Background: an optimization exercise with open tools, aiming at small area and a short achievable clock period. Do not read the settings as production practice. In this exercise RTL edits were held to simulation tests only and were not proved equivalent to the original. Power is estimated from default activity; no workload was simulated.

==> run a <==
==> flow/design.v (excerpt) <==
module schoolbook(clk, rst, a, b, c);
input clk;
input rst;
input [282:0] a;
input [282:0] b;
output [565:0] c;
reg  [282:0] am;
reg  [282:0] hi;
reg  [282:0] lo;
reg  [8:0]   count;
reg          first;
reg          done;
wire         bn = first ? b[1] : lo[1];
wire [282:0] g0 = hi & am;
wire [282:0] p0 = hi ^ am;
wire g1_1 = g0[1] | (p0[1] & g0[0]);
wire p1_1 = p0[1] & p0[0];
wire g1_3 = g0[3] | (p0[3] & g0[2]);
wire p1_3 = p0[3] & p0[2];
wire g1_5 = g0[5] | (p0[5] & g0[4]);
wire p1_5 = p0[5] & p0[4];
wire g1_7 = g0[7] | (p0[7] & g0[6]);
wire p1_7 = p0[7] & p0[6];
wire g1_9 = g0[9] | (p0[9] & g0[8]);
wire p1_9 = p0[9] & p0[8];
wire g1_11 = g0[11] | (p0[11] & g0[10]);
wire p1_11 = p0[11] & p0[10];
wire g1_13 = g0[13] | (p0[13] & g0[12]);
wire p1_13 = p0[13] & p0[12];
wire g1_15 = g0[15] | (p0[15] & g0[14]);
wire p1_15 = p0[15] & p0[14];
wire g1_17 = g0[17] | (p0[17] & g0[16]);
wire p1_17 = p0[17] & p0[16];
wire g1_19 = g0[19] | (p0[19] & g0[18]);
wire p1_19 = p0[19] & p0[18];
wire g1_21 = g0[21] | (p0[21] & g0[20]);
wire p1_21 = p0[21] & p0[20];
wire g1_23 = g0[23] | (p0[23] & g0[22]);
wire p1_23 = p0[23] & p0[22];
wire g1_25 = g0[25] | (p0[25] & g0[24]);
wire p1_25 = p0[25] & p0[24];
wire g1_27 = g0[27] | (p0[27] & g0[26]);
  ...
clock: 14.0 ns
lec_check: 0
cap_margin: 20
core_area: 5 5 395 395
die_area: 0 0 400 400
place_density: 0.35
slew_margin: 40
standard.sh (not shown) runs the stock make flow with config.mk's settings and CLKGATE_MAP_FILE= SYNTH_SCRIPT=/design/flow/synth_recipe.tcl, a recipe that flattens the netlist after the stock synthesis.
==> flow/flow/run.sh <==
#!/bin/bash
set -euo pipefail
bash standard.sh SETUP_SLACK_MARGIN=9.75 BUFFER_PORTS_ARGS="-buffer_cell sky130_fd_sc_hd__buf_1" CTS_ARGS="-sink_clustering_enable -repair_clock_nets -dont_use_dummy_load -sink_clustering_size 30 -sink_clustering_max_diameter 100" finish > standard.log 2>&1
==> run b: changes against run a <==
==> flow/flow/run.sh (replaced) <==
#!/bin/bash
set -euo pipefail
bash standard.sh SETUP_SLACK_MARGIN=9.75 BUFFER_PORTS_ARGS="-buffer_cell sky130_fd_sc_hd__buf_1" CTS_ARGS="-sink_clustering_enable -repair_clock_nets -dont_use_dummy_load -sink_clustering_size 25 -sink_clustering_max_diameter 100" finish > standard.log 2>&1
==> run c: changes against run a <==
==> flow/flow/run.sh (replaced) <==
#!/bin/bash
set -euo pipefail
bash standard.sh SETUP_SLACK_MARGIN=10 BUFFER_PORTS_ARGS="-buffer_cell sky130_fd_sc_hd__buf_1" finish > standard.log 2>&1
--- a/flow/config.mk
+++ b/flow/config.mk
@@ -8,5 +8,7 @@
 export CAP_MARGIN = 20
 export CORE_AREA = 5 5 395 395
+export CTS_CLUSTER_DIAMETER = 60
+export CTS_CLUSTER_SIZE = 30
 export DIE_AREA = 0 0 400 400
-export PLACE_DENSITY = 0.35
+export PLACE_DENSITY = 0.6
 export SLEW_MARGIN = 40
==> run d: changes against run a <==
==> flow/flow/run.sh (replaced) <==
#!/bin/bash
set -euo pipefail
bash standard.sh SETUP_SLACK_MARGIN=9 BUFFER_PORTS_ARGS="-buffer_cell sky130_fd_sc_hd__buf_1" finish > standard.log 2>&1
--- a/flow/config.mk
+++ b/flow/config.mk
@@ -7,6 +7,6 @@
 export LEC_CHECK = 0
 export CAP_MARGIN = 20
-export CORE_AREA = 5 5 395 395
-export DIE_AREA = 0 0 400 400
-export PLACE_DENSITY = 0.35
+export CORE_MARGIN = 2
+export CORE_UTILIZATION = 50
+export PLACE_DENSITY = 0.6
 export SLEW_MARGIN = 40
==> flow_summary.toml <==
[run_status]
outcome = "no timing/DRC/antenna violations"

[clock_tree]
cts_inserted_buffers = 48
tritoncts = "done"

[detailed_routing]
highest_layer = "met5"
route.final.wire_length_mm = 201

[timing]
final.period_utilization_pct = 30.4

[power_and_ir_drop]
power-per-cell-area_nw_per_um2 = 153

[critical_path]
timing.critical_path.fanout_max = 2
[end of results for run a]
==> flow_summary.toml <==
[synth]
syn_area_um2 = 42600
synth_async_reset_ratio_pct = 0
synth_sequential_area_ratio_pct = 53.7
synthCells = 3652
yosys.area_share.simple_pct = 10.9

[run_status]
tool.error = "[ERROR PPL-0024] Number of IO pins (1134) exceeds maximum number of available positions (1068). Increase the die perimeter from 1183.96um to 1542.24um."
stop_stage = "I/O pin placement (3_2_place_iop)"
outcome = "aborted with a tool error"
[end of results for run d]
==> flow_summary.toml <==
[detailed_routing]
highest_layer = "met5"

[timing]
final.period_utilization_pct = 31.8

[power_and_ir_drop]
power-per-cell-area_nw_per_um2 = 165

[run_status]
outcome = "no timing/DRC/antenna violations"

[clock_tree]
cts_inserted_buffers = 96
tritoncts = "done"
[end of results for run c]
==> flow_summary.toml <==
[clock_tree]
tritoncts = "done"
cts_inserted_buffers = 48

[critical_path]
timing.critical_path.fanout_max = 2
capture_point_of_the_worst_reg_to_reg_path = "hi[281]"

[timing]
final.period_utilization_pct = 30.7
slew_headroom_pct = 34.1

[detailed_routing]
highest_layer = "met5"

[run_status]
outcome = "no timing/DRC/antenna violations"

[power_and_ir_drop]
power-per-cell-area_nw_per_um2 = 154

[finish]
share_of_cell_area_taken_by_multi_input_logic_gates_pct = 37.7

[floorplan]
ioPinCount = 1134
[end of results for run b]

[afterwards: timing with drivers on the ports]
How much do the figures lean on ideal ports? The routed layouts below were timed once more, with nothing changed but the port constraints.
Step 1 assumes that a clkbuf_16 drives the clock port and a buf_2 every other input.
Step 2 adds t to the input delays and takes it off the output delays; t is the mean of the earliest and latest rising clock arrival at the registers after step 1. Input paths then give back, and output paths get back, about the clock's delay inside the block.
Slacks: no drivers / after step 1 / after step 2; pairs: no drivers / after step 1.
run | t (ns) | slack for setup (ns) | worst slew at a driven data input, ns
run a | 0.731 | 9.749 / 9.663 / 9.322 | 0.25
run b | 0.744 | 9.708 / 9.623 / 9.220 | 0.26
run c | 0.781 | 9.553 / 9.483 / 9.359 | 0.46
After both steps every run listed still meets setup and hold. For run b, which loses most, drivers alone change the setup slack by -0.085 ns; drivers and shift together by -0.488 ns.
